Context: an optimization exercise on an open-source flow, tuned for small area and a short achievable clock period. The choices shown serve that exercise and are no tape-out recipe.
RTL that was checked went through simulation tests only; none was proved equivalent to the original.
For run 1, only the layout was checked, not whether the RTL still works.
Power figures rest on the tool's default switching activity, not on a simulated workload.

## flow/design.v (module list and top-level ports; edited modules follow where they fit)
// module wallace_tree_multiplier: 1300 lines
// module mul_fa: 4 lines
// module mul_ha: 4 lines
module wallace_tree_multiplier (
    input  logic        clk,
    input  logic        reset,
    input  logic [31:0] multiplicand,
    input  logic [31:0] multiplier,
    output logic [63:0] product,
    output logic        overflow
);
  // ...
==> flow/flow/run.sh <==
#!/bin/bash
# Standard ORFS layout, with plain buf_1 cells as the port buffers (buffer_ports
# otherwise picks a delay-cell buffer for every port), and timing repair aimed
# at a 6.7 ns setup margin.
set -euo pipefail
export BUFFER_PORTS_ARGS="-buffer_cell sky130_fd_sc_hd__buf_1"
bash standard.sh SETUP_SLACK_MARGIN=6.7 finish > standard_flow.log 2>&1
==> flow/standard.sh <==
#!/bin/bash
# synth_recipe.tcl (not shown) runs the flow's synth.tcl, then flattens the netlist and writes it again
# the make line also repeats each setting of config.mk as NAME=value (left out here)
make -C /OpenROAD-flow-scripts/flow DESIGN_CONFIG=/design/flow/config.mk WORK_HOME=/design/flow/orfs CLKGATE_MAP_FILE= SYNTH_SCRIPT=/design/flow/synth_recipe.tcl "${@:-finish}"
==> flow/config.mk <==
export PLATFORM = sky130hd
export DESIGN_NAME = wallace_tree_multiplier
export DESIGN_NICKNAME = wallace_tree_multiplier
export VERILOG_FILES = /design/flow/design.v
export SDC_FILE = /design/flow/constraint.sdc
export NUM_CORES = 4
export LEC_CHECK = 0
export ABC_AREA = 1
export CAP_MARGIN = 20
export CORE_MARGIN = 2
export CORE_UTILIZATION = 70
export SLEW_MARGIN = 20
export SYNTH_HIERARCHICAL = 1
==> flow/constraint.sdc <==
create_clock -name core_clock -period 13.5 [get_ports {clk}]
set_input_delay 2.7000 -clock core_clock [delete_from_list [all_inputs] [get_ports {clk}]]
set_output_delay 2.7000 -clock core_clock [all_outputs]
set_load 0.01 [all_outputs]
==> results.py, run 1 <==
metrics = {
    "status": {
        "status": "complete, no violations",
    },
    "worst_setup_path": {
        "cp.depth": 13,
        "r2r_slack_ns": 8.56,
        "r2r_end": "overflow",
        "path_cells": "clkbuf_2, buf_8, inv_1, o21ai_4, buf_6, o22ai_1, xor2_1, fa_1, fa_1, fa_1, fa_1, fa_1, fa_1",
        "cp_top_family": "adder cells",
        "crit_type": "input port to register",
    },
    "floorplan": {
        "fp.dieW_microns": 195,
        "die-area_sq_um": 38200,
        "start_util_pct": 70.5,
    },
    "hold_path": {
        "hold_start": "qa[63]",
        "hold-path-cell-count": 3,
    },
    "drt": {
        "initialDrtViolationCount": 3119,
        "vias_per_cell": 7.09,
    },
    "global_routing": {
        "antenna_found_initial": 1,
        "met3_usage_pct": 17.0,
        "grt_max_degree": 82,
    },
    "cts": {
        "h-tree-depth": 4,
        "numCtsBuffers": 17,
        "clkTransAtPathRegs_ns": 0.06,
    },
    "layout": {
        "final_common_cell": "xor2_1",
        "nets": 3323,
        "top_regs": "qa (64), qb (54), qc (18)",
        "multiInputGateArea_sq_um": 20500,
        "inverters_excl_clock": 217,
        "seq_area_share_pct": 12.6,
        "largest_register_ffs": 64,
        "clk_share_pct": 2.18,
        "multi_input_cells": 2119,
    },
    "timing": {
        "holdWs_ns": 0.717,
        "relSlewSlack_pct": 38.0,
    },
    "synth": {
        "synth.ff_latch_count": 138,
        "synth_top_area_share_pct": 34.0,
    },
    "place": {
        "dp.cells": 3149,
    },
    "power_and_ir_drop": {
        "power_density_nw_per_um2": 300,
        "p_sw_share_pct": 54.8,
    },
}
==> run 2, diff against run 1 <==
--- a/flow/design.v
+++ b/flow/design.v
@@ -20,17 +20,17 @@
     logic [32:0] pp8;
     logic [32:0] pp9;
     logic [32:0] pp10;
     logic [32:0] pp11;
     logic [32:0] pp12;
     logic [32:0] pp13;
     logic [32:0] pp14;
     logic [32:0] pp15;
-    logic s1, c2, s3, c4, s5, c6, s7, c8, s9, c10, s11, c12, s13, c14, s15, c16, s17, c18, s19, c20, s21, c22, s23, c24, s25, c26, s27, c28, s29, c30, s31, c32, s33, c34, s35, c36, s37, c38, s39, c40, s41, c42, s43, c44, s45, c46, s47, c48, s49, c50, s51, c52, s53, c54, s55, c56, s57, c58, s59, c60, s61, c62, s63, c64, s65, c66, s67, c68, s69, c70, s71, c72, s73, c74, s75, c76, s77, c78, s79, c80, s81, c82, s83, c84, s85, c86, s87, c88, s89, c90, s91, c92, s93, c94, s95, c96, s97, c98, s99, c100, s101, c102, s103, c104, s105, c106, s107, c108, s109, c110, s111, c112, s113, c114, s115, c116, s117, c118, s119, c120, s121, c122, s123, c124, s125, c126, s127, c128, s129, c130, s131, c132, s133, c134, s135, c136, s137, c138, s139, c140, s141, c142, s143, c144, s145, c146, s147, c148, s149, c150, s151, c152, s153, c154, s155, c156, s157, c158, s159, c160, s161, c162, s163, c164, s165, c166, s167, c168, s169, c170, s171, c172, s173, c174, s175, c176, s177, c178, s179, c180, s181, c182, s183, c184, s185, c186, s187, c188, s189, c190, s191, c192, s193, c194, s195, c196, s197, c198, s199, c200, s201, c202, s203, c204, s205, c206, s207, c208, s209, c210, s211, c212, s213, c214, s215, c216, s217, c218, s219, c220, s221, c222, s223, c224, s225, c226, s227, c228, s229, c230, s231, c232, s233, c234, s235, c236, s237, c238, s239, c240, s241, c242, s243, c244, s245, c246, s247, c248, s249, c250, s251, c252, s253, c254, s255, c256, s257, c258, s259, c260, s261, c262, s263, c264, s265, c266, s267, c268, s269, c270, s271, c272, s273, c274, s275, c276, s277, c278, s279, c280, s281, c282, s283, c284, s285, c286, s287, c288, s289, c290, s291, c292, s293, c294, s295, c296, s297, c298, s299, c300, s301, c302, s303, c304, s305, c306, s307, c308, s309, c310, s311, c312, s313, c314, s315, c316, s317, c318, s319, c320, s321, c322, s323, c324, s325, c326, s327, c328, s329, c330, s331, c332, s333, c334, s335, c336, s337, c338, s339, c340, s341, c342, s343, c344, s345, c346, s347, c348, s349, c350, s351, c352, s353, c354, s355, c356, s357, c358, s359, c360, s361, c362, s363, c364, s365, c366, s367, c368, s369, c370, s371, c372, s373, c374, s375, c376, s377, c378, s379, c380, s381, c382, s383, c384, s385, c386, s387, c388, s389, c390, s391, c392, s393, c394, s395, c396, s397, c398, s399, c400, s401, c402, s403, c404, s405, c406, s407, c408, s409, c410, s411, c412, s413, c414, s415, c416, s417, c418, s419, c420, s421, c422, s423, c424, s425, c426, s427, c428, s429, c430, s431, c432, s433, c434, s435, c436, s437, c438, s439, c440, s441, c442, s443, c444, s445, c446, s447, c448, s449, c450, s451, c452, s453, c454, s455, c456, s457, c458, s459, c460, s461, c462, s463, c464, s465, c466, s467, c468, s469, c470, s471, c472, s473, c474, s475, c476, s477, c478, s479, c480, s481, c482, s483, c484, s485, c486, s487, c488, s489, c490, s491, c492, s493, c494, s495, c496, s497, c498, s499, c500, s501, c502, s503, c504, s505, c506, s507, c508, s509, c510, s511, c512, s513, c514, s515, c516, s517, c518, s519, c520, s521, c522, s523, c524, s525, c526, s527, c528, s529, c530, s531, c532, s533, c534, s535, c536, s537, c538, s539, c540, s541, c542, s543, c544, s545, c546, s547, c548, s549, c550, s551, c552, s553, c554, s555, c556, s557, c558, s559, c560, s561, c562, s563, c564, s565, c566, s567, c568, s569, c570, s571, c572, s573, c574, s575, c576, s577, c578, s579, c580, s581, c582, s583, c584, s585, c586, s587, c588, s589, c590, s591, c592, s593, c594, s595, c596, s597, c598, s599, c600, s601, c602, s603, c604, s605, c606, s607, c608, s609, c610, s611, c612, s613, c614, s615, c616, s617, c618, s619, c620, s621, c622, s623, c624, s625, c626, s627, c628, s629, c630, s631, c632, s633, c634, s635, c636, s637, c638, s639, c640, s641, c642, s643, c644, s645, c646, s647, c648, s649, c650, s651, c652, s653, c654, s655, c656, s657, c658, s659, c660, s661, c662, s663, c664, s665, c666, s667, c668, s669, c670, s671, c672, s673, c674, s675, c676, s677, c678, s679, c680, s681, c682, s683, c684, s685, c686, s687, c688, s689, c690, s691, c692, s693, c694, s695, c696, s697, c698, s699, c700, s701, c702, s703, c704, s705, c706, s707, c708, s709, c710, s711, c712, s713, c714, s715, c716, s717, c718, s719, c720, s721, c722, s723, c724, s725, c726, s727, c728, s729, c730, s731, c732, s733, c734, s735, c736, s737, c738, s739, c740, s741, c742, s743, c744, s745, c746, s747, c748, s749, c750, s751, c752, s753, c754, s755, c756, s757, c758, s759, c760, s761, c762, s763, c764, s765, c766, s767, c768, s769, c770, s771, c772, s773, c774, s775, c776, s777, c778, s779, c780, s781, c782, s783, c784, s785, c786, s787, c788, s789, c790, s791, c792, s793, c794, s795, c796, s797, c798, s799, c800, s801, c802, s803, c804, s805, c806, s807, c808, s809, c810, s811, c812, s813, c814, s815, c816, s817, c818, s819, c820, s821, c822, s823, c824, s825, c826, s827, c828, s829, c830, s831, c832, s833, c834, s835, c836, s837, c838, s839, c840, s841, c842, s843, c844, s845, c846, s847, c848, s849, c850, s851, c852, s853, c854, ls855, lc856, ls857, lc858, ls859, lc860, ls861, lc862, ls863, lc864, ls865, lc866, ls867, lc868, ls869, lc870, s871, c872, s873, c874, s875, c876, s877, c878, s879, c880, s881, c882, s883, c884, s885, c886, s887, c888, s889, c890, s891, c892, s893, c894, s895, c896, s897, c898, s899, c900, s901, c902, s903, c904, s905, c906, s907, c908, s909, c910, s911, c912, s913, c914, s915, c916, s917, c918, s919, c920, s921, c922, s923, c924, s925, c926, s927, c928, s929, c930, s931, c932, s933, c934, s935, c936, s937, c938, s939, c940, s941, c942, s943, c944, s945, c946, s947, c948, s949, c950, s951, c952, s953, c954, s955, c956, s957, c958, s959, c960, s961, c962, s963, c964, s965, c966, s967, c968, s969, c970, s971, c972, s973, c974, s975, c976, s977, c978, g979, p980, g981, p982, g983, p984, g985, p986, g987, p988, g989, p990, g991, p992, g993, p994, g995, p996, g997, p998, g999, p1000, g1001, p1002, g1003, p1004, g1005, p1006, g1007, p1008, g1009, p1010, g1011, p1012, g1013, p1014, g1015, p1016, g1017, p1018, g1019, p1020, g1021, p1022, g1023, p1024, g1025, p1026, g1027, p1028, g1029, p1030, g1031, p1032, g1033, p1034, g1035, p1036, g1037, p1038, g1039, p1040, g1041, p1042, g1043, p1044, g1045, p1046, g1047, p1048, g1049, p1050, g1051, p1052, g1053, p1054, g1055, p1056, g1057, p1058, g1059, p1060, g1061, p1062, g1063, p1064, g1065, p1066, g1067, p1068, g1069, p1070, g1071, p1072, g1073, p1074, g1075, p1076, g1077, p1078, g1079, p1080, g1081, p1082, g1083, p1084, g1085, p1086, g1087, G1088, P1089, G1090, P1091, G1092, P1093, G1094, P1095, G1096, P1097, G1098, P1099, G1100, P1101, G1102, P1103, G1104, P1105, G1106, P1107, G1108, P1109, G1110, P1111, G1112, P1113, G1114, P1115, G1116, P1117, G1118, P1119, G1120, P1121, G1122, P1123, G1124, P1125, G1126, P1127, G1128, P1129, G1130, P1131, G1132, P1133, G1134, P1135, G1136, P1137, G1138, P1139, G1140, P1141, G1142, P1143, G1144, P1145, G1146, P1147, G1148, P1149, G1150, P1151, G1152, P1153, G1154, P1155, G1156, P1157, G1158, P1159, G1160, P1161, G1162, P1163, G1164, P1165, G1166, P1167, G1168, P1169, G1170, P1171, G1172, P1173, G1174, P1175, G1176, P1177, G1178, P1179, G1180, P1181, G1182, P1183, G1184, P1185, G1186, P1187, G1188, P1189, G1190, P1191, G1192, P1193, G1194, P1195, G1196, P1197, G1198, P1199, G1200, P1201, G1202, P1203, G1204, P1205, G1206, P1207, G1208, P1209, G1210, P1211, G1212, P1213, G1214, P1215, G1216, P1217, G1218, P1219, G1220, P1221, G1222, P1223, G1224, P1225, G1226, P1227, G1228, P1229, G1230, P1231, G1232, P1233, G1234, P1235, G1236, P1237, G1238, P1239, G1240, P1241, G1242, P1243, G1244, P1245, G1246, P1247, G1248, P1249, G1250, P1251, G1252, P1253, G1254, P1255, G1256, P1257, G1258, P1259, G1260, P1261, G1262, P1263, G1264, P1265, G1266, P1267, G1268, P1269, G1270, P1271, G1272, P1273, G1274, P1275, G1276, P1277, G1278, P1279, G1280, P1281, G1282, P1283, G1284, P1285, G1286, P1287, G1288, P1289, G1290, P1291, G1292, P1293, G1294, P1295, G1296, P1297, G1298, P1299, G1300, P1301, G1302, P1303, G1304, P1305, G1306, P1307, G1308, P1309, G1310, P1311, G1312, P1313, G1314, P1315, G1316, P1317, G1318, P1319, G1320, P1321, G1322, P1323, G1324, P1325, G1326, P1327, G1328, P1329, G1330, P1331, G1332, P1333, G1334, P1335, G1336, P1337, G1338, P1339, G1340, P1341, G1342, P1343, G1344, P1345, G1346, P1347, G1348, P1349, G1350, P1351, G1352, P1353, G1354, P1355, G1356, P1357, G1358, P1359, G1360, P1361, G1362, P1363, G1364, P1365, G1366, P1367, G1368, P1369, G1370, P1371, G1372, P1373, G1374, P1375, G1376, P1377, G1378, P1379, G1380, P1381, G1382, P1383, G1384, P1385, G1386, P1387, G1388, P1389, G1390, P1391, G1392, P1393, G1394, P1395, G1396, P1397, G1398, P1399;
+    logic s1, c2, s3, c4, s5, c6, s7, c8, s9, c10, s11, c12, s13, c14, s15, c16, s17, c18, s19, c20, s21, c22, s23, c24, s25, c26, s27, c28, s29, c30, s31, c32, s33, c34, s35, c36, s37, c38, s39, c40, s41, c42, s43, c44, s45, c46, s47, c48, s49, c50, s51, c52, s53, c54, s55, c56, s57, c58, s59, c60, s61, c62, s63, c64, s65, c66, s67, c68, s69, c70, s71, c72, s73, c74, s75, c76, s77, c78, s79, c80, s81, c82, s83, c84, s85, c86, s87, c88, s89, c90, s91, c92, s93, c94, s95, c96, s97, c98, s99, c100, s101, c102, s103, c104, s105, c106, s107, c108, s109, c110, s111, c112, s113, c114, s115, c116, s117, c118, s119, c120, s121, c122, s123, c124, s125, c126, s127, c128, s129, c130, s131, c132, s133, c134, s135, c136, s137, c138, s139, c140, s141, c142, s143, c144, s145, c146, s147, c148, s149, c150, s151, c152, s153, c154, s155, c156, s157, c158, s159, c160, s161, c162, s163, c164, s165, c166, s167, c168, s169, c170, s171, c172, s173, c174, s175, c176, s177, c178, s179, c180, s181, c182, s183, c184, s185, c186, s187, c188, s189, c190, s191, c192, s193, c194, s195, c196, s197, c198, s199, c200, s201, c202, s203, c204, s205, c206, s207, c208, s209, c210, s211, c212, s213, c214, s215, c216, s217, c218, s219, c220, s221, c222, s223, c224, s225, c226, s227, c228, s229, c230, s231, c232, s233, c234, s235, c236, s237, c238, s239, c240, s241, c242, s243, c244, s245, c246, s247, c248, s249, c250, s251, c252, s253, c254, s255, c256, s257, c258, s259, c260, s261, c262, s263, c264, s265, c266, s267, c268, s269, c270, s271, c272, s273, c274, s275, c276, s277, c278, s279, c280, s281, c282, s283, c284, s285, c286, s287, c288, s289, c290, s291, c292, s293, c294, s295, c296, s297, c298, s299, c300, s301, c302, s303, c304, s305, c306, s307, c308, s309, c310, s311, c312, s313, c314, s315, c316, s317, c318, s319, c320, s321, c322, s323, c324, s325, c326, s327, c328, s329, c330, s331, c332, s333, c334, s335, c336, s337, c338, s339, c340, s341, c342, s343, c344, s345, c346, s347, c348, s349, c350, s351, c352, s353, c354, s355, c356, s357, c358, s359, c360, s361, c362, s363, c364, s365, c366, s367, c368, s369, c370, s371, c372, s373, c374, s375, c376, s377, c378, s379, c380, s381, c382, s383, c384, s385, c386, s387, c388, s389, c390, s391, c392, s393, c394, s395, c396, s397, c398, s399, c400, s401, c402, s403, c404, s405, c406, s407, c408, s409, c410, s411, c412, s413, c414, s415, c416, s417, c418, s419, c420, s421, c422, s423, c424, s425, c426, s427, c428, s429, c430, s431, c432, s433, c434, s435, c436, s437, c438, s439, c440, s441, c442, s443, c444, s445, c446, s447, c448, s449, c450, s451, c452, s453, c454, s455, c456, s457, c458, s459, c460, s461, c462, s463, c464, s465, c466, s467, c468, s469, c470, s471, c472, s473, c474, s475, c476, s477, c478, s479, c480, s481, c482, s483, c484, s485, c486, s487, c488, s489, c490, s491, c492, s493, c494, s495, c496, s497, c498, s499, c500, s501, c502, s503, c504, s505, c506, s507, c508, s509, c510, s511, c512, s513, c514, s515, c516, s517, c518, s519, c520, s521, c522, s523, c524, s525, c526, s527, c528, s529, c530, s531, c532, s533, c534, s535, c536, s537, c538, s539, c540, s541, c542, s543, c544, s545, c546, s547, c548, s549, c550, s551, c552, s553, c554, s555, c556, s557, c558, s559, c560, s561, c562, s563, c564, s565, c566, s567, c568, s569, c570, s571, c572, s573, c574, s575, c576, s577, c578, s579, c580, s581, c582, s583, c584, s585, c586, s587, c588, s589, c590, s591, c592, s593, c594, s595, c596, s597, c598, s599, c600, s601, c602, s603, c604, s605, c606, s607, c608, s609, c610, s611, c612, s613, c614, s615, c616, s617, c618, s619, c620, s621, c622, s623, c624, s625, c626, s627, c628, s629, c630, s631, c632, s633, c634, s635, c636, s637, c638, s639, c640, s641, c642, s643, c644, s645, c646, s647, c648, s649, c650, s651, c652, s653, c654, s655, c656, s657, c658, s659, c660, s661, c662, s663, c664, s665, c666, s667, c668, s669, c670, s671, c672, s673, c674, s675, c676, s677, c678, s679, c680, s681, c682, s683, c684, s685, c686, s687, c688, s689, c690, s691, c692, s693, c694, s695, c696, s697, c698, s699, c700, s701, c702, s703, c704, s705, c706, s707, c708, s709, c710, s711, c712, s713, c714, s715, c716, s717, c718, s719, c720, s721, c722, s723, c724, s725, c726, s727, c728, s729, c730, s731, c732, s733, c734, s735, c736, s737, c738, s739, c740, s741, c742, s743, c744, s745, c746, s747, c748, s749, c750, s751, c752, s753, c754, s755, c756, s757, c758, s759, c760, s761, c762, s763, c764, s765, c766, s767, c768, s769, c770, s771, c772, s773, c774, s775, c776, s777, c778, s779, c780, s781, c782, s783, c784, s785, c786, s787, c788, s789, c790, s791, c792, s793, c794, s795, c796, s797, c798, s799, c800, s801, c802, s803, c804, s805, c806, s807, c808, s809, c810, s811, c812, s813, c814, s815, c816, s817, c818, s819, c820, s821, c822, s823, c824, s825, c826, s827, c828, s829, c830, s831, c832, s833, c834, s835, c836, s837, c838, s839, c840, s841, c842, s843, c844, s845, c846, s847, c848, s849, c850, s851, c852, s853, c854, ls855, lc856, ls857, lc858, ls859, lc860, ls861, lc862, ls863, lc864, ls865, lc866, ls867, lc868, ls869, lc870, s871, c872, s873, c874, s875, c876, s877, c878, s879, c880, s881, c882, s883, c884, s885, c886, s887, c888, s889, c890, s891, c892, s893, c894, s895, c896, s897, c898, s899, c900, s901, c902, s903, c904, s905, c906, s907, c908, s909, c910, s911, c912, s913, c914, s915, c916, s917, c918, s919, c920, s921, c922, s923, c924, s925, c926, s927, c928, s929, c930, s931, c932, s933, c934, s935, c936, s937, c938, s939, c940, s941, c942, s943, c944, s945, c946, s947, c948, s949, c950, s951, c952, s953, c954, s955, c956, s957, c958, s959, c960, s961, c962, s963, c964, s965, c966, s967, c968, s969, c970, s971, c972, s973, c974, s975, c976, g977, p978, g979, p980, g981, p982, g983, p984, g985, p986, g987, p988, g989, p990, g991, p992, g993, p994, g995, p996, g997, p998, g999, p1000, g1001, p1002, g1003, p1004, g1005, p1006, g1007, p1008, g1009, p1010, g1011, p1012, g1013, p1014, g1015, p1016, g1017, p1018, g1019, p1020, g1021, p1022, g1023, p1024, g1025, p1026, g1027, p1028, g1029, p1030, g1031, p1032, g1033, p1034, g1035, p1036, g1037, p1038, g1039, p1040, g1041, p1042, g1043, p1044, g1045, p1046, g1047, p1048, g1049, p1050, g1051, p1052, g1053, p1054, g1055, p1056, g1057, p1058, g1059, p1060, g1061, p1062, g1063, p1064, g1065, p1066, g1067, p1068, g1069, p1070, g1071, p1072, g1073, p1074, g1075, p1076, g1077, p1078, g1079, p1080, g1081, p1082, g1083, p1084, g1085, p1086, g1087, G1088, P1089, G1090, P1091, G1092, P1093, G1094, P1095, G1096, P1097, G1098, P1099, G1100, P1101, G1102, P1103, G1104, P1105, G1106, P1107, G1108, P1109, G1110, P1111, G1112, P1113, G1114, P1115, G1116, P1117, G1118, P1119, G1120, P1121, G1122, P1123, G1124, P1125, G1126, P1127, G1128, P1129, G1130, P1131, G1132, P1133, G1134, P1135, G1136, P1137, G1138, P1139, G1140, P1141, G1142, P1143, G1144, P1145, G1146, P1147, G1148, P1149, G1150, P1151, G1152, P1153, G1154, P1155, G1156, P1157, G1158, P1159, G1160, P1161, G1162, P1163, G1164, P1165, G1166, P1167, G1168, P1169, G1170, P1171, G1172, P1173, G1174, P1175, G1176, P1177, G1178, P1179, G1180, P1181, G1182, P1183, G1184, P1185, G1186, P1187, G1188, P1189, G1190, P1191, G1192, P1193, G1194, P1195, G1196, P1197, G1198, P1199, G1200, P1201, G1202, P1203, G1204, P1205, G1206, P1207, G1208, P1209, G1210, P1211, G1212, P1213, G1214, P1215, G1216, P1217, G1218, P1219, G1220, P1221, G1222, P1223, G1224, P1225, G1226, P1227, G1228, P1229, G1230, P1231, G1232, P1233, G1234, P1235, G1236, P1237, G1238, P1239, G1240, P1241, G1242, P1243, G1244, P1245, G1246, P1247, G1248, P1249, G1250, P1251, G1252, P1253, G1254, P1255, G1256, P1257, G1258, P1259, G1260, P1261, G1262, P1263, G1264, P1265, G1266, P1267, G1268, P1269, G1270, P1271, G1272, P1273, G1274, P1275, G1276, P1277, G1278, P1279, G1280, P1281, G1282, P1283, G1284, P1285, G1286, P1287, G1288, P1289, G1290, P1291, G1292, P1293, G1294, P1295, G1296, P1297, G1298, P1299, G1300, P1301, G1302, P1303, G1304, P1305, G1306, P1307, G1308, P1309, G1310, P1311, G1312, P1313, G1314, P1315, G1316, P1317, G1318, P1319, G1320, P1321, G1322, P1323, G1324, P1325, G1326, P1327, G1328, P1329, G1330, P1331, G1332, P1333, G1334, P1335, G1336, P1337, G1338, P1339, G1340, P1341, G1342, P1343, G1344, P1345, G1346, P1347, G1348, P1349, G1350, P1351, G1352, P1353, G1354, P1355, G1356, P1357, G1358, P1359, G1360, P1361, G1362, P1363, G1364, P1365, G1366, P1367, G1368, P1369, G1370, P1371, G1372, P1373, G1374, P1375, G1376, P1377, G1378, P1379, G1380, P1381, G1382, P1383, G1384, P1385, G1386, P1387, G1388, P1389, G1390, P1391, G1392, P1393, G1394, P1395, G1396, P1397, G1398, P1399;
     logic [63:0] sum;
     logic [63:0] da, qa, db, qb, dc, qc;
     logic dy, qy;
     assign one[0] = multiplier[0] ^ 1'b0;
     assign two[0] = (multiplier[1] & ~multiplier[0] & ~1'b0) | (~multiplier[1] & multiplier[0] & 1'b0);
     assign neg[0] = multiplier[1];
     assign one[1] = multiplier[2] ^ multiplier[1];
     assign two[1] = (multiplier[3] & ~multiplier[2] & ~multiplier[1]) | (~multiplier[3] & multiplier[2] & multiplier[1]);
@@ -737,17 +737,17 @@
     assign db[61] = 1'b0;
     assign dc[61] = 1'b0;
     assign da[62] = pp15[31];
     assign db[62] = ~pp15[32];
     assign dc[62] = 1'b0;
     assign da[63] = 1'b1;
     assign db[63] = 1'b0;
     assign dc[63] = 1'b0;
-    mul_fa us871 (.a(qa[8]), .b(qb[8]), .c(qc[8]), .s(s871), .co(c872));
+    mul_ha us871 (.a(qa[8]), .b(qb[8]), .s(s871), .co(c872));
     mul_ha us873 (.a(qa[9]), .b(qb[9]), .s(s873), .co(c874));
     mul_ha us875 (.a(qa[10]), .b(qb[10]), .s(s875), .co(c876));
     mul_ha us877 (.a(qa[11]), .b(qb[11]), .s(s877), .co(c878));
     mul_ha us879 (.a(qa[12]), .b(qb[12]), .s(s879), .co(c880));
     mul_ha us881 (.a(qa[13]), .b(qb[13]), .s(s881), .co(c882));
     mul_ha us883 (.a(qa[14]), .b(qb[14]), .s(s883), .co(c884));
     mul_ha us885 (.a(qa[15]), .b(qb[15]), .s(s885), .co(c886));
     mul_ha us887 (.a(qa[16]), .b(qb[16]), .s(s887), .co(c888));
@@ -790,128 +790,129 @@
     mul_ha us961 (.a(qa[53]), .b(qb[53]), .s(s961), .co(c962));
     mul_fa us963 (.a(qa[54]), .b(qb[54]), .c(qc[54]), .s(s963), .co(c964));
     mul_ha us965 (.a(qa[55]), .b(qb[55]), .s(s965), .co(c966));
     mul_fa us967 (.a(qa[56]), .b(qb[56]), .c(qc[56]), .s(s967), .co(c968));
     mul_ha us969 (.a(qa[57]), .b(qb[57]), .s(s969), .co(c970));
     mul_fa us971 (.a(qa[58]), .b(qb[58]), .c(qc[58]), .s(s971), .co(c972));
     mul_ha us973 (.a(qa[59]), .b(qb[59]), .s(s973), .co(c974));
     mul_fa us975 (.a(qa[60]), .b(qb[60]), .c(qc[60]), .s(s975), .co(c976));
-    mul_ha us977 (.a(qa[62]), .b(qb[62]), .s(s977), .co(c978));
-    assign g979 = s873 & c872;
-    assign p980 = s873 ^ c872;
-    assign g981 = s875 & c874;
-    assign p982 = s875 ^ c874;
-    assign g983 = s877 & c876;
-    assign p984 = s877 ^ c876;
-    assign g985 = s879 & c878;
-    assign p986 = s879 ^ c878;
-    assign g987 = s881 & c880;
-    assign p988 = s881 ^ c880;
-    assign g989 = s883 & c882;
-    assign p990 = s883 ^ c882;
-    assign g991 = s885 & c884;
-    assign p992 = s885 ^ c884;
-    assign g993 = s887 & c886;
-    assign p994 = s887 ^ c886;
-    assign g995 = s889 & c888;
-    assign p996 = s889 ^ c888;
-    assign g997 = s891 & c890;
-    assign p998 = s891 ^ c890;
-    assign g999 = s893 & c892;
-    assign p1000 = s893 ^ c892;
-    assign g1001 = s895 & c894;
-    assign p1002 = s895 ^ c894;
-    assign g1003 = s897 & c896;
-    assign p1004 = s897 ^ c896;
-    assign g1005 = s899 & c898;
-    assign p1006 = s899 ^ c898;
-    assign g1007 = s901 & c900;
-    assign p1008 = s901 ^ c900;
-    assign g1009 = s903 & c902;
-    assign p1010 = s903 ^ c902;
-    assign g1011 = s905 & c904;
-    assign p1012 = s905 ^ c904;
-    assign g1013 = s907 & c906;
-    assign p1014 = s907 ^ c906;
-    assign g1015 = s909 & c908;
-    assign p1016 = s909 ^ c908;
-    assign g1017 = s911 & c910;
-    assign p1018 = s911 ^ c910;
-    assign g1019 = s913 & c912;
-    assign p1020 = s913 ^ c912;
-    assign g1021 = s915 & c914;
-    assign p1022 = s915 ^ c914;
-    assign g1023 = s917 & c916;
-    assign p1024 = s917 ^ c916;
-    assign g1025 = s919 & c918;
-    assign p1026 = s919 ^ c918;
-    assign g1027 = s921 & c920;
-    assign p1028 = s921 ^ c920;
-    assign g1029 = s923 & c922;
-    assign p1030 = s923 ^ c922;
-    assign g1031 = s925 & c924;
-    assign p1032 = s925 ^ c924;
-    assign g1033 = s927 & c926;
-    assign p1034 = s927 ^ c926;
-    assign g1035 = s929 & c928;
-    assign p1036 = s929 ^ c928;
-    assign g1037 = s931 & c930;
-    assign p1038 = s931 ^ c930;
-    assign g1039 = s933 & c932;
-    assign p1040 = s933 ^ c932;
-    assign g1041 = s935 & c934;
-    assign p1042 = s935 ^ c934;
-    assign g1043 = s937 & c936;
-    assign p1044 = s937 ^ c936;
-    assign g1045 = s939 & c938;
-    assign p1046 = s939 ^ c938;
-    assign g1047 = s941 & c940;
-    assign p1048 = s941 ^ c940;
-    assign g1049 = s943 & c942;
-    assign p1050 = s943 ^ c942;
-    assign g1051 = s945 & c944;
-    assign p1052 = s945 ^ c944;
-    assign g1053 = s947 & c946;
-    assign p1054 = s947 ^ c946;
-    assign g1055 = s949 & c948;
-    assign p1056 = s949 ^ c948;
-    assign g1057 = s951 & c950;
-    assign p1058 = s951 ^ c950;
-    assign g1059 = s953 & c952;
-    assign p1060 = s953 ^ c952;
-    assign g1061 = s955 & c954;
-    assign p1062 = s955 ^ c954;
-    assign g1063 = s957 & c956;
-    assign p1064 = s957 ^ c956;
-    assign g1065 = s959 & c958;
-    assign p1066 = s959 ^ c958;
-    assign g1067 = s961 & c960;
-    assign p1068 = s961 ^ c960;
-    assign g1069 = s963 & c962;
-    assign p1070 = s963 ^ c962;
-    assign g1071 = s965 & c964;
-    assign p1072 = s965 ^ c964;
-    assign g1073 = s967 & c966;
-    assign p1074 = s967 ^ c966;
-    assign g1075 = s969 & c968;
-    assign p1076 = s969 ^ c968;
-    assign g1077 = s971 & c970;
-    assign p1078 = s971 ^ c970;
-    assign g1079 = s973 & c972;
-    assign p1080 = s973 ^ c972;
-    assign g1081 = s975 & c974;
-    assign p1082 = s975 ^ c974;
-    assign g1083 = qa[61] & c976;
-    assign p1084 = qa[61] ^ c976;
-    assign g1085 = qa[63] & c978;
-    assign p1086 = qa[63] ^ c978;
-    assign g1087 = 1'b0 | (s871 & qy);
+    assign g977 = s871 & qc[8];
+    assign p978 = s871 ^ qc[8];
+    assign g979 = c872 & s873;
+    assign p980 = c872 ^ s873;
+    assign g981 = c874 & s875;
+    assign p982 = c874 ^ s875;
+    assign g983 = c876 & s877;
+    assign p984 = c876 ^ s877;
+    assign g985 = c878 & s879;
+    assign p986 = c878 ^ s879;
+    assign g987 = c880 & s881;
+    assign p988 = c880 ^ s881;
+    assign g989 = c882 & s883;
+    assign p990 = c882 ^ s883;
+    assign g991 = c884 & s885;
+    assign p992 = c884 ^ s885;
+    assign g993 = c886 & s887;
+    assign p994 = c886 ^ s887;
+    assign g995 = c888 & s889;
+    assign p996 = c888 ^ s889;
+    assign g997 = c890 & s891;
+    assign p998 = c890 ^ s891;
+    assign g999 = c892 & s893;
+    assign p1000 = c892 ^ s893;
+    assign g1001 = c894 & s895;
+    assign p1002 = c894 ^ s895;
+    assign g1003 = c896 & s897;
+    assign p1004 = c896 ^ s897;
+    assign g1005 = c898 & s899;
+    assign p1006 = c898 ^ s899;
+    assign g1007 = c900 & s901;
+    assign p1008 = c900 ^ s901;
+    assign g1009 = c902 & s903;
+    assign p1010 = c902 ^ s903;
+    assign g1011 = c904 & s905;
+    assign p1012 = c904 ^ s905;
+    assign g1013 = c906 & s907;
+    assign p1014 = c906 ^ s907;
+    assign g1015 = c908 & s909;
+    assign p1016 = c908 ^ s909;
+    assign g1017 = c910 & s911;
+    assign p1018 = c910 ^ s911;
+    assign g1019 = c912 & s913;
+    assign p1020 = c912 ^ s913;
+    assign g1021 = c914 & s915;
+    assign p1022 = c914 ^ s915;
+    assign g1023 = c916 & s917;
+    assign p1024 = c916 ^ s917;
+    assign g1025 = c918 & s919;
+    assign p1026 = c918 ^ s919;
+    assign g1027 = c920 & s921;
+    assign p1028 = c920 ^ s921;
+    assign g1029 = c922 & s923;
+    assign p1030 = c922 ^ s923;
+    assign g1031 = c924 & s925;
+    assign p1032 = c924 ^ s925;
+    assign g1033 = c926 & s927;
+    assign p1034 = c926 ^ s927;
+    assign g1035 = c928 & s929;
+    assign p1036 = c928 ^ s929;
+    assign g1037 = c930 & s931;
+    assign p1038 = c930 ^ s931;
+    assign g1039 = c932 & s933;
+    assign p1040 = c932 ^ s933;
+    assign g1041 = c934 & s935;
+    assign p1042 = c934 ^ s935;
+    assign g1043 = c936 & s937;
+    assign p1044 = c936 ^ s937;
+    assign g1045 = c938 & s939;
+    assign p1046 = c938 ^ s939;
+    assign g1047 = c940 & s941;
+    assign p1048 = c940 ^ s941;
+    assign g1049 = c942 & s943;
+    assign p1050 = c942 ^ s943;
+    assign g1051 = c944 & s945;
+    assign p1052 = c944 ^ s945;
+    assign g1053 = c946 & s947;
+    assign p1054 = c946 ^ s947;
+    assign g1055 = c948 & s949;
+    assign p1056 = c948 ^ s949;
+    assign g1057 = c950 & s951;
+    assign p1058 = c950 ^ s951;
+    assign g1059 = c952 & s953;
+    assign p1060 = c952 ^ s953;
+    assign g1061 = c954 & s955;
+    assign p1062 = c954 ^ s955;
+    assign g1063 = c956 & s957;
+    assign p1064 = c956 ^ s957;
+    assign g1065 = c958 & s959;
+    assign p1066 = c958 ^ s959;
+    assign g1067 = c960 & s961;
+    assign p1068 = c960 ^ s961;
+    assign g1069 = c962 & s963;
+    assign p1070 = c962 ^ s963;
+    assign g1071 = c964 & s965;
+    assign p1072 = c964 ^ s965;
+    assign g1073 = c966 & s967;
+    assign p1074 = c966 ^ s967;
+    assign g1075 = c968 & s969;
+    assign p1076 = c968 ^ s969;
+    assign g1077 = c970 & s971;
+    assign p1078 = c970 ^ s971;
+    assign g1079 = c972 & s973;
+    assign p1080 = c972 ^ s973;
+    assign g1081 = c974 & s975;
+    assign p1082 = c974 ^ s975;
+    assign g1083 = c976 & qa[61];
+    assign p1084 = c976 ^ qa[61];
+    assign g1085 = qa[62] & qb[62];
+    assign p1086 = qa[62] ^ qb[62];
+    assign g1087 = g977 | (p978 & qy);
     assign G1088 = g979 | (p980 & g1087);
-    assign P1089 = p980 & s871;
+    assign P1089 = p980 & p978;
     assign G1090 = g983 | (p984 & g981);
     assign P1091 = p984 & p982;
     assign G1092 = g987 | (p988 & g985);
     assign P1093 = p988 & p986;
     assign G1094 = g991 | (p992 & g989);
     assign P1095 = p992 & p990;
     assign G1096 = g995 | (p996 & g993);
     assign P1097 = p996 & p994;
@@ -954,18 +955,18 @@
     assign G1134 = g1071 | (p1072 & g1069);
     assign P1135 = p1072 & p1070;
     assign G1136 = g1075 | (p1076 & g1073);
     assign P1137 = p1076 & p1074;
     assign G1138 = g1079 | (p1080 & g1077);
     assign P1139 = p1080 & p1078;
     assign G1140 = g1083 | (p1084 & g1081);
     assign P1141 = p1084 & p1082;
-    assign G1142 = g1085 | (p1086 & 1'b0);
-    assign P1143 = p1086 & s977;
+    assign G1142 = 1'b0 | (qa[63] & g1085);
+    assign P1143 = qa[63] & p1086;
     assign G1144 = g981 | (p982 & G1088);
     assign P1145 = p982 & P1089;
     assign G1146 = G1090 | (P1091 & G1088);
     assign P1147 = P1091 & P1089;
     assign G1148 = g989 | (p990 & G1092);
     assign P1149 = p990 & P1093;
     assign G1150 = G1094 | (P1095 & G1092);
     assign P1151 = P1095 & P1093;
@@ -1008,18 +1009,18 @@
     assign G1188 = g1069 | (p1070 & G1132);
     assign P1189 = p1070 & P1133;
     assign G1190 = G1134 | (P1135 & G1132);
     assign P1191 = P1135 & P1133;
     assign G1192 = g1077 | (p1078 & G1136);
     assign P1193 = p1078 & P1137;
     assign G1194 = G1138 | (P1139 & G1136);
     assign P1195 = P1139 & P1137;
-    assign G1196 = 1'b0 | (s977 & G1140);
-    assign P1197 = s977 & P1141;
+    assign G1196 = g1085 | (p1086 & G1140);
+    assign P1197 = p1086 & P1141;
     assign G1198 = G1142 | (P1143 & G1140);
     assign P1199 = P1143 & P1141;
     assign G1200 = g985 | (p986 & G1146);
     assign P1201 = p986 & P1147;
     assign G1202 = G1092 | (P1093 & G1146);
     assign P1203 = P1093 & P1147;
     assign G1204 = G1148 | (P1149 & G1146);
     assign P1205 = P1149 & P1147;
@@ -1220,17 +1221,17 @@
     assign sum[0] = qa[0];
     assign sum[1] = qa[1];
     assign sum[2] = qa[2];
     assign sum[3] = qa[3];
     assign sum[4] = qa[4];
     assign sum[5] = qa[5];
     assign sum[6] = qa[6];
     assign sum[7] = qa[7];
-    assign sum[8] = s871 ^ qy;
+    assign sum[8] = p978 ^ qy;
     assign sum[9] = p980 ^ g1087;
     assign sum[10] = p982 ^ G1088;
     assign sum[11] = p984 ^ G1144;
     assign sum[12] = p986 ^ G1146;
     assign sum[13] = p988 ^ G1200;
     assign sum[14] = p990 ^ G1202;
     assign sum[15] = p992 ^ G1204;
     assign sum[16] = p994 ^ G1206;
@@ -1274,18 +1275,18 @@
     assign sum[54] = p1070 ^ G1378;
     assign sum[55] = p1072 ^ G1380;
     assign sum[56] = p1074 ^ G1382;
     assign sum[57] = p1076 ^ G1384;
     assign sum[58] = p1078 ^ G1386;
     assign sum[59] = p1080 ^ G1388;
     assign sum[60] = p1082 ^ G1390;
     assign sum[61] = p1084 ^ G1392;
-    assign sum[62] = s977 ^ G1394;
-    assign sum[63] = p1086 ^ G1396;
+    assign sum[62] = p1086 ^ G1394;
+    assign sum[63] = qa[63] ^ G1396;
     assign product = sum;
     always_ff @(posedge clk or posedge reset) begin
         if (reset) begin
             qa <= '0;
             qb <= '0;
             qc <= '0;
             qy <= 1'b0;
             overflow <= 1'b0;
==> flow/flow/run.sh (replaced) <==
#!/bin/bash
# Standard ORFS layout, with plain buf_1 cells as the port buffers (buffer_ports
# otherwise picks a delay-cell buffer for every port), and timing repair aimed
# at a 6.5 ns setup margin.
set -euo pipefail
export BUFFER_PORTS_ARGS="-buffer_cell sky130_fd_sc_hd__buf_1"
bash standard.sh SETUP_SLACK_MARGIN=6.5 finish > standard_flow.log 2>&1
==> results.py, run 2 <==
metrics = {
    "power_and_ir_drop": {
        "leakagePower_nw": 11.9,
        "peakVddDrop_v": 0.000334,
        "power_density_nw_per_um2": 300,
    },
    "floorplan": {
        "die-area_sq_um": 38300,
        "ios": 131,
        "core_area_sq_um": 36300,
        "fp-row-count": 70,
        "fp.dieW_microns": 196,
        "start_util_pct": 70.7,
        "fp.dieH_microns": 196,
    },
    "timing": {
        "skew_ns": 0.00834,
        "setup_viol": 0,
        "hold_violations": 0,
        "fin_setup_tns_ns": 0,
        "fin_ws_ns": 6.59,
        "worst_pin_slew_ns": 0.922,
        "fin_crit_ns": 6.91,
        "finalCritPeriodShare_pct": 51.2,
        "max_freq_mhz": 145,
        "rsz0062_at_grt": "yes",
        "maxSlewViolCount": 0,
        "relSlewSlack_pct": 38.5,
    },
    "cts": {
        "numCtsBuffers": 17,
        "clkTransAtPathRegs_ns": 0.06,
        "root_buffer": "clkbuf_16",
        "h-tree-depth": 4,
        "cts.sinks": 138,
        "cts_tree": "built",
        "clockBufferDepth": 2,
        "clk_latency_ns": 0.46,
    },
    "synth": {
        "yosys-top-cells-count": "xor2_1, o22ai_1, fa_1, nand2_1, clkbuf_1",
        "synth_top_area_share_pct": 33.9,
        "synth.ff_latch_count": 138,
        "yosysWarnings": 7,
        "synthTopCellsByArea": "fa_1, xor2_1, dfrtp_1",
        "ys.flop_type": "dfrtp_1",
        "syn_area_sq_um": 25700,
        "async_reset_ff_share_pct": 100,
        "synth.most_common_cell": "xor2_1",
        "synth_cell_types": 41,
        "synth-seq-area-share_pct": 13.4,
        "synth_edf_count": 0,
        "syn-num-nets": 3361,
        "synth.largest_area_cell": "fa_1",
        "syn_inst": 2747,
        "avgSynthCellArea_sq_um": 9.36,
    },
    "place": {
        "io_buffers": 130,
        "globalplace.congestion": 0.961,
        "hpwl_mm": 57.2,
        "pre_cts_slack_ns": 5.88,
    },
    "global_routing": {
        "antenna_found_initial": 1,
        "grt_overflow": 0,
        "grt_pass1_vias": 23500,
        "track_usage_pct": 46.0,
        "grt_max_degree": 73,
        "grt_pass1_wl_mm": 132,
    },
    "layout": {
        "regMostFlops": "qa",
        "diodes": 0,
        "drive_above_1_share_pct": 7.34,
        "fin_util_pct": 74.8,
        "nets": 3326,
        "nFillCells": 2658,
        "syn2layout_area_growth_pct": 5.75,
        "largest_register_ffs": 64,
        "multiInputGateArea_sq_um": 20600,
        "regArea_sq_um": 3450,
        "final_common_cell": "xor2_1",
        "top_regs": "qa (64), qb (54), qc (18)",
        "final_cell_mix": "xor2_1, o22ai_1, fa_1, nand2_1, inv_1",
    },
    "drt": {
        "antenna_left": 0,
        "drt_first_pass_iters": 6,
        "routed_wl_mm": 85.3,
        "vias_per_cell": 7.04,
        "wire_per_inst_microns": 26.7,
        "drc": 0,
        "initialDrtViolationCount": 3323,
        "num_vias": 22500,
    },
    "worst_setup_path": {
        "path_cells": "clkbuf_2, buf_8, inv_1, o21ai_4, buf_4, o22ai_1, xor2_1, fa_1, fa_1, fa_1, fa_1, fa_1, fa_1",
        "crit_slowest_cell": "fa_1",
        "crit_required_ns": 13.83,
        "arrival_ns": 7.24,
        "startpoint_type": "input port",
        "cp_max_fo": 35,
        "crit_type": "input port to register",
        "slowest_delay_ns": 0.51,
        "cp_common_cell": "fa_1",
        "cp_top_family": "adder cells",
        "crit_buf_inv": 4,
        "crit_path_end_kind": "register",
    },
    "hold_path": {
        "hp-class": "register to register",
    },
    "status": {
        "status": "complete, no violations",
    },
    "job": {
        "maxCapViolCount": 0,
    },
}
run 2: power breakdown:
group	internal [mW]	leakage (nW)	switching, mW	total, mW
clock network	0.241	0.260	0.195	0.436
registers	0.720	1.61	0.0924	0.812
logic	2.70	10.1	4.22	6.92
total	3.66	11.9	4.51	8.17
run 2: cells by family (layout without fill, tap and decap cells):
family | count (synthesis) | after routing | synth area share, %
AOI/OAI and AO/OA | 598 | 598 | 14.4
adders and majority gates | 548 | 548 | 39.4
xor gates and xnor gates | 525 | 525 | 17.9
buffers and inverters | 478 | 455 | 7.17
and+or+nand+nor | 459 | 459 | 7.69
DFF | 138 | 138 | 13.4
other | 1 | 1 | 0.0146
run 2: per-module statistics from Yosys (local to each module, per instance):
| module | cell area (sq um) | flip-flops and latches | times used |
|---|---|---|---|
| mul_fa | 20.0 | 0 | 428 |
| mul_ha | 12.5 | 0 | 39 |
| wallace_tree_multiplier | 16600 | 138 | 1 |
run 2: per-layer routing:
layer  track usage [%]  up-vias  wire length (microns)
met5              1.02        -                     11
met4              25.2        2                   4960
met3              16.1      465                  12500
met2              66.9     2039                  36600
met1              60.7    10900                  31300
li1                  -     9060                      -
run 2: tightest hold or removal path: stages, from the launching register on:
cell,delay [ns]
dfrtp_1,0.33
nand2_1,0.05
nand2_1,0.09
nand2_1,0.06
nand2_1,0.06
nor2_1,0.04
run 2: layout make-up:
class	count	share of cell area, %
Clock buffer	23	1.72
Clock inverter	8	0.175
Inverter	211	2.93
Multi-Input combinational cell	2131	75.7
Sequential cell	138	12.7
Tap cell	468	2.15
Timing Repair Buffer	213	4.61
run 2: metrics by stage:
| step | std cells | power (mW) | hold WS, ns | cell area (sq um) |
|---|---|---|---|---|
| after CTS | 3190 | 8.04 | 0.659 | 27000 |
| after global placement | 3159 | 7.27 | 0.628 | 26400 |
| final | 3192 | 8.17 | 0.656 | 27200 |
| after global routing | 3192 | 9.00 | 0.767 | 27200 |
| after detailed placement | 3159 | 7.53 | 0.652 | 26400 |
| after floorplan | 2747 | 5.44 | 0.619 | 25700 |
run 2: path summary, 6_finish.rpt:
| path | depth (start not counted) | slack [ns] | to | from |
|---|---|---|---|---|
| setup / recovery | 13 | 6.59 | qb[34] | multiplier[9] |
| hold / removal | 5 | 0.66 | overflow | qa[63] |
| setup reg to reg | 25 | 8.33 | overflow | qa[8] |
| hold reg to reg | 5 | 0.66 | overflow | qa[63] |
| max in group asynchronous | 3 | 9.74 | qb[23] | reset |
| min in group asynchronous | 2 | 2.34 | qa[63] | reset |
run 2: what timing repair did:
item                                    4_1_cts  5_1_grt
gates cloned                                  0        1
pin swaps                                     0        1
hold buffers                                  0        0
endpoints found under the setup margin        9       21
resized for setup                            14       36
buffers inserted                              0        1
==> run 3, diff against run 2 <==
==> flow/flow/run.sh (replaced) <==
#!/bin/bash
# Standard ORFS layout, with plain buf_1 cells as the port buffers (buffer_ports
# otherwise picks a delay-cell buffer for every port), and timing repair aimed
# at a 6.7 ns setup margin.
set -euo pipefail
export BUFFER_PORTS_ARGS="-buffer_cell sky130_fd_sc_hd__buf_1"
bash standard.sh SETUP_SLACK_MARGIN=6.7 finish > standard_flow.log 2>&1
==> results.py, run 3 <==
metrics = {
    "status": {
        "status": "complete, no violations",
    },
    "synth": {
        "synth.ff_latch_count": 138,
        "async_reset_ff_share_pct": 100,
        "syn_area_sq_um": 25700,
        "yosys-top-cells-count": "xor2_1, o22ai_1, fa_1, nand2_1, clkbuf_1",
        "synth.largest_area_cell": "fa_1",
        "ys.flop_type": "dfrtp_1",
        "syn-num-nets": 3361,
        "synth_edf_count": 0,
        "synthTopCellsByArea": "fa_1, xor2_1, dfrtp_1",
        "syn_inst": 2747,
        "synth-seq-area-share_pct": 13.4,
        "synth_cell_types": 41,
        "synth.most_common_cell": "xor2_1",
        "yosysWarnings": 7,
        "avgSynthCellArea_sq_um": 9.36,
        "synth_top_area_share_pct": 33.9,
    },
    "global_routing": {
        "antenna_found_initial": 1,
        "grt_max_degree": 73,
        "track_usage_pct": 46.1,
        "grt_pass1_vias": 23600,
        "grt_overflow": 0,
        "grt_pass1_wl_mm": 132,
    },
    "place": {
        "hpwl_mm": 57.2,
        "io_buffers": 130,
        "globalplace.congestion": 0.961,
    },
    "worst_setup_path": {
        "cp-startpoint": "multiplier[9]",
        "r2r_end": "overflow",
        "cp_max_fo": 35,
        "r2r_slack_ns": 8.33,
        "arrival_ns": 7.08,
        "r2r_start": "qa[8]",
        "crit_path_end_kind": "register",
        "crit_required_ns": 13.84,
        "r2r.worst_path.cells": 26,
        "startpoint_type": "input port",
        "crit_type": "input port to register",
    },
    "floorplan": {
        "fp.dieH_microns": 196,
        "fp-row-count": 70,
        "fp.dieW_microns": 196,
        "core_area_sq_um": 36300,
        "start_util_pct": 70.7,
        "die-area_sq_um": 38300,
        "ios": 131,
    },
    "hold_path": {
        "hp-class": "register to register",
        "whs_endpoint": "overflow",
        "hold_start": "qa[63]",
        "hold-path-cell-count": 5,
    },
    "layout": {
        "nFillCells": 2615,
        "top_regs": "qa (64), qb (54), qc (18)",
        "nets": 3334,
        "final_cell_mix": "xor2_1, o22ai_1, fa_1, nand2_1, inv_1",
        "fin_util_pct": 75.6,
        "largest_register_ffs": 64,
        "final_common_cell": "xor2_1",
        "drive_above_1_share_pct": 8.05,
        "diodes": 0,
        "syn2layout_area_growth_pct": 6.85,
        "regMostFlops": "qa",
    },
    "timing": {
        "fin_crit_ns": 6.74,
        "worst_pin_slew_ns": 0.993,
        "fin_setup_tns_ns": 0,
        "rsz0062_at_grt": "yes",
        "skew_ns": 0.00851,
        "finalCritPeriodShare_pct": 50.0,
        "max_freq_mhz": 148,
        "relSlewSlack_pct": 33.3,
        "hold_violations": 0,
        "maxSlewViolCount": 0,
        "setup_viol": 0,
    },
    "cts": {
        "h-tree-depth": 4,
        "clockBufferDepth": 2,
        "root_buffer": "clkbuf_16",
        "holdBufCountCts": 0,
        "numCtsBuffers": 17,
        "clk_latency_ns": 0.46,
        "clkTransAtPathRegs_ns": 0.06,
        "cts_tree": "built",
        "cts.sinks": 138,
    },
    "power_and_ir_drop": {
        "leakagePower_nw": 12.0,
        "power_density_nw_per_um2": 300,
        "peakVddDrop_v": 0.000345,
    },
    "drt": {
        "num_vias": 22500,
        "initialDrtViolationCount": 3195,
        "routed_wl_mm": 86.2,
        "wire_per_inst_microns": 26.9,
        "antenna_left": 0,
        "drc": 0,
        "drt_first_pass_iters": 7,
        "vias_per_cell": 7.05,
    },
    "job": {
        "maxCapViolCount": 0,
    },
}
run 3: cell counts after synthesis:
No cell type changed its count.
run 3: worst max-delay path, cell delays in order:
cell and delay (ns):
clkbuf_2 0.11, buf_12 0.18, nor2_2 0.30, inv_1 0.07, nand2_1 0.07, buf_4 0.41, o22ai_1 0.15, xor2_1 0.20
fa_1 0.50, fa_1 0.46, fa_1 0.47, fa_1 0.46, fa_1 0.51, fa_1 0.41
run 3: timing repair:
item	4_1_cts	5_1_grt
buffers inserted	1	8
gates cloned	0	1
endpoints found under the setup margin	38	19
resized for setup	41	55
pin swaps	2	5
run 3: area by class of cell:
type | instances | area (sq um) | area share [%]
clock buffers | 23 | 468 | 1.70
flip-flops and latches | 138 | 3450 | 12.6
well taps | 468 | 586 | 2.13
multi-input cells | 2131 | 20600 | 75.2
clock inverters | 8 | 47.5 | 0.173
inverters | 211 | 801 | 2.92
repair buffers | 221 | 1460 | 5.32
run 3: Yosys stat by module (local to each module, per instance):
module                   cells  copies in the design  area (sq um)
mul_fa                       1                   428          20.0
mul_ha                       1                    39          12.5
wallace_tree_multiplier   2280                     1         16600
run 3: kinds of logic after synthesis:
kind of cell | count (synthesis) | synth area share [%]
flops | 138 | 13.4
buf+inv | 478 | 7.17
compound gates | 598 | 14.4
simple gates | 459 | 7.69
other cells | 1 | 0.0146
fa+ha+maj | 548 | 39.4
xor+xnor | 525 | 17.9
run 3: power breakdown:
| group | internal (mW) | switching, mW |
|---|---|---|
| combinational | 2.73 | 4.25 |
| clock | 0.241 | 0.197 |
| sequential | 0.720 | 0.0916 |
run 3: per-layer routing:
| metal | global-route usage [%] | up-vias | routed length (microns) |
|---|---|---|---|
| li1 | - | 9087 | - |
| met5 | 0.766 | - | 44 |
| met1 | 60.9 | 10900 | 31100 |
| met3 | 16.0 | 512 | 12900 |
| met2 | 67.1 | 2078 | 36900 |
| met4 | 25.2 | 4 | 5260 |
run 3: worst max path at each step:
stage                         to  slack (ns)  cells after the start
after CTS                 qb[34]        6.72                     14
final                     qb[34]        6.76                     14
after global placement    qb[34]        6.00                     13
after global routing      qb[34]        6.67                     13
after detailed placement  qb[34]        5.88                     13
after floorplan           qb[34]        6.72                     12
run 3: through the flow:
stage          setup slack (ns)  power [mW]  cell area, sq um  cells  hold WS (ns)
3_5_place_dp               5.88        7.53             26400   3159         0.652
2_1_floorplan              6.72        5.44             25700   2747         0.619
3_3_place_gp               6.00        7.27             26400   3159         0.628
4_1_cts                    6.72        8.07             27100   3191         0.659
6_report                   6.76        8.23             27500   3200         0.656
5_1_grt                    6.67        9.05             27500   3200         0.767
==> run 4, diff against run 3 <==
--- a/flow/config.mk
+++ b/flow/config.mk
@@ -8,6 +8,6 @@
 export ABC_AREA = 1
 export CAP_MARGIN = 20
 export CORE_MARGIN = 2
-export CORE_UTILIZATION = 70
+export CORE_UTILIZATION = 80
 export SLEW_MARGIN = 20
 export SYNTH_HIERARCHICAL = 1
==> results.py, run 4 <==
metrics = {
    "power_and_ir_drop": {
        "power.total_mw": 8.50,
        "peakVddDrop_v": 0.000400,
        "power_density_nw_per_um2": 310,
        "leakagePower_nw": 12.1,
    },
    "timing": {
        "holdWs_ns": 0.656,
        "fin_setup_tns_ns": 0,
        "setup_viol": 0,
        "maxSlewViolCount": 0,
        "rsz0062_at_grt": "yes",
        "fin_ws_ns": 6.65,
        "finalCritPeriodShare_pct": 50.8,
        "relSlewSlack_pct": 33.7,
        "skew_ns": 0.0107,
        "fin_crit_ns": 6.85,
        "hold_violations": 0,
        "worst_pin_slew_ns": 0.988,
        "max_freq_mhz": 146,
    },
    "hold_path": {
        "hold_start": "qa[63]",
        "hp-class": "register to register",
    },
    "floorplan": {
        "fp.dieH_microns": 183,
        "start_util_pct": 81.4,
        "fp-row-count": 65,
        "die-area_sq_um": 33600,
        "fp.dieW_microns": 183,
        "ios": 131,
        "core_area_sq_um": 31600,
    },
    "cts": {
        "h-tree-depth": 4,
        "clk_latency_ns": 0.47,
        "holdBufCountCts": 0,
        "clockBufferDepth": 2,
        "cts_tree": "built",
        "numCtsBuffers": 17,
        "cts.sinks": 138,
        "root_buffer": "clkbuf_16",
        "clkTransAtPathRegs_ns": 0.06,
    },
    "drt": {
        "routed_wl_mm": 92.5,
        "num_vias": 24200,
        "drc": 0,
        "wire_per_inst_microns": 29.5,
        "antenna_left": 0,
        "drt_first_pass_iters": 15,
        "initialDrtViolationCount": 4674,
        "vias_per_cell": 7.72,
    },
    "place": {
        "globalplace.congestion": 0.973,
        "hpwl_mm": 57.1,
        "pre_cts_slack_ns": 5.69,
        "io_buffers": 130,
    },
    "worst_setup_path": {
        "arrival_ns": 7.19,
        "startpoint_type": "input port",
        "cp_max_fo": 39,
        "cp-startpoint": "multiplier[3]",
        "r2r_start": "qa[8]",
        "crit_type": "input port to register",
        "crit_path_end_kind": "register",
        "crit_required_ns": 13.83,
    },
    "layout": {
        "largest_register_ffs": 64,
        "regMostFlops": "qa",
        "drive_above_1_share_pct": 7.90,
        "top_regs": "qa (64), qb (54), qc (18)",
        "nets": 3335,
        "syn2layout_area_growth_pct": 6.62,
        "final_cell_mix": "xor2_1, o22ai_1, fa_1, nand2_1, inv_1",
        "final_common_cell": "xor2_1",
        "fin_util_pct": 86.8,
    },
    "synth": {
        "ys.flop_type": "dfrtp_1",
        "synth_edf_count": 0,
        "yosysWarnings": 7,
        "avgSynthCellArea_sq_um": 9.36,
        "synth-seq-area-share_pct": 13.4,
        "yosys-top-cells-count": "xor2_1, o22ai_1, fa_1, nand2_1, clkbuf_1",
        "syn_area_sq_um": 25700,
        "synth.most_common_cell": "xor2_1",
        "synth_cell_types": 41,
        "synthTopCellsByArea": "fa_1, xor2_1, dfrtp_1",
        "async_reset_ff_share_pct": 100,
        "syn-num-nets": 3361,
        "syn_inst": 2747,
        "synth.largest_area_cell": "fa_1",
        "synth.ff_latch_count": 138,
        "synth_top_area_share_pct": 33.9,
    },
    "status": {
        "status": "complete, no violations",
    },
    "global_routing": {
        "track_usage_pct": 56.1,
        "grt_max_degree": 78,
        "grt_pass1_vias": 25100,
        "grt_pass1_wl_mm": 139,
        "antenna_found_initial": 0,
        "grt_overflow": 0,
    },
    "job": {
        "maxCapViolCount": 0,
    },
}
## run 4: cell counts after synthesis
No cell type changed its count.
## run 4: path summary, 6_finish.rpt
| check | end | slack (ns) | cells past startpoint |
|---|---|---|---|
| setup / recovery | qb[34] | 6.65 | 14 |
| hold / removal | overflow | 0.66 | 5 |
| setup reg to reg | overflow | 8.44 | 25 |
| hold reg to reg | overflow | 0.66 | 5 |
| max in group asynchronous | qb[18] | 9.75 | 3 |
| min in group asynchronous | qa[63] | 2.39 | 2 |
## run 4: final cells by class
| class | count | area (sq um) |
|---|---|---|
| clock inverters | 14 | 146 |
| repair buffers | 220 | 1430 |
| repair inverters | 1 | 7.51 |
| inverters | 211 | 805 |
| multi-input cells | 2132 | 20600 |
| flip-flops and latches | 138 | 3450 |
| clock buffers | 18 | 439 |
| well taps | 402 | 503 |
| diodes | 2 | 5.00 |
| fillers | 1617 | 4160 |
## run 4: layer usage
layer	routed length (microns)	vias to the layer above	global-route usage, %
li1	-	9108	-
met1	28600	11300	65.9
met4	8780	0	35.9
met2	38000	2778	79.7
met5	0	-	1.33
met3	17100	1013	31.2
## run 4: what timing repair did
action | 4_1_cts | 5_1_grt
pin swaps | 2 | 6
setup endpoints to repair | 47 | 29
endpoints found under the hold margin | 0 | 0
setup buffers | 3 | 7
gates cloned | 2 | 1
gates resized for setup | 33 | 51
## run 4: worst max-delay path: stages
cell and delay (ns):
clkbuf_2 0.11, buf_12 0.28, nor2_1 0.17, nor2_1 0.28, clkinvlp_4 0.18, buf_12 0.18, o22ai_1 0.19, xor2_1 0.24
fa_1 0.51, fa_1 0.48, fa_1 0.48, fa_1 0.40, fa_1 0.52, fa_1 0.41
## run 4: metrics by stage
stage	cell area, sq um	instances
floorplan	25700	2747
global placement	26300	3091
detailed placement	26300	3091
CTS	27100	3128
global route	27400	3136
finish	27400	3138
## run 4: kinds of logic after synthesis
| logic type | after synthesis | synth area share [%] |
|---|---|---|
| AO/OA/AOI/OAI | 598 | 14.4 |
| buffers and inverters | 478 | 7.17 |
| AND/OR/NAND/NOR | 459 | 7.69 |
| other | 1 | 0.0146 |
| XOR/XNOR | 525 | 17.9 |
| flip-flops | 138 | 13.4 |
| adder cells (fa/ha/maj) | 548 | 39.4 |
## run 4: per-module statistics from Yosys (local to each module, per instance)
module	flops+latches	cells inside	area (sq um)	times used
mul_fa	0	1	20.0	428
mul_ha	0	1	12.5	39
wallace_tree_multiplier	138	2280	16600	1
## run 4: where the power goes
part | switching, mW | internal, mW | leakage [nW]
Sequential | 0.106 | 0.719 | 1.61
Clock | 0.210 | 0.277 | 0.283
Combinational | 4.41 | 2.78 | 10.2

port drivers added, routing unchanged:
The results above use ideal ports. As a check the final layouts listed here were re-extracted and re-timed, cells and wires unchanged. Step 1 sets driving cells, clkbuf_16 on the clock port and buf_2 on the other inputs (assumed; they add their load-dependent delay and slew). Step 2 also shifts input and output timing later by t, the mid clock arrival at the registers, as if the neighbouring blocks saw the same clock. a / b / c = ideal / step 1 / step 2; a / b = the first two.
| run | t (ns) | setup WS [ns] | worst setup path at the end | clock arrival spread, ns |
|---|---|---|---|---|
| run 1 | 0.514 | 6.733 / 6.765 / 6.253 | input to register | 0.013 / 0.013 |
| run 2 | 0.518 | 6.593 / 6.606 / 6.089 | input to register | 0.011 / 0.011 |
| run 3 | 0.522 | 6.756 / 6.778 / 6.256 | input to register | 0.011 / 0.012 |
| run 4 | 0.519 | 6.646 / 6.668 / 6.149 | input to register | 0.011 / 0.012 |
After both steps setup and hold are still met in every run listed. For run 2, which loses most, drivers alone change the setup slack by +0.013 ns; drivers and shift together by -0.504 ns.
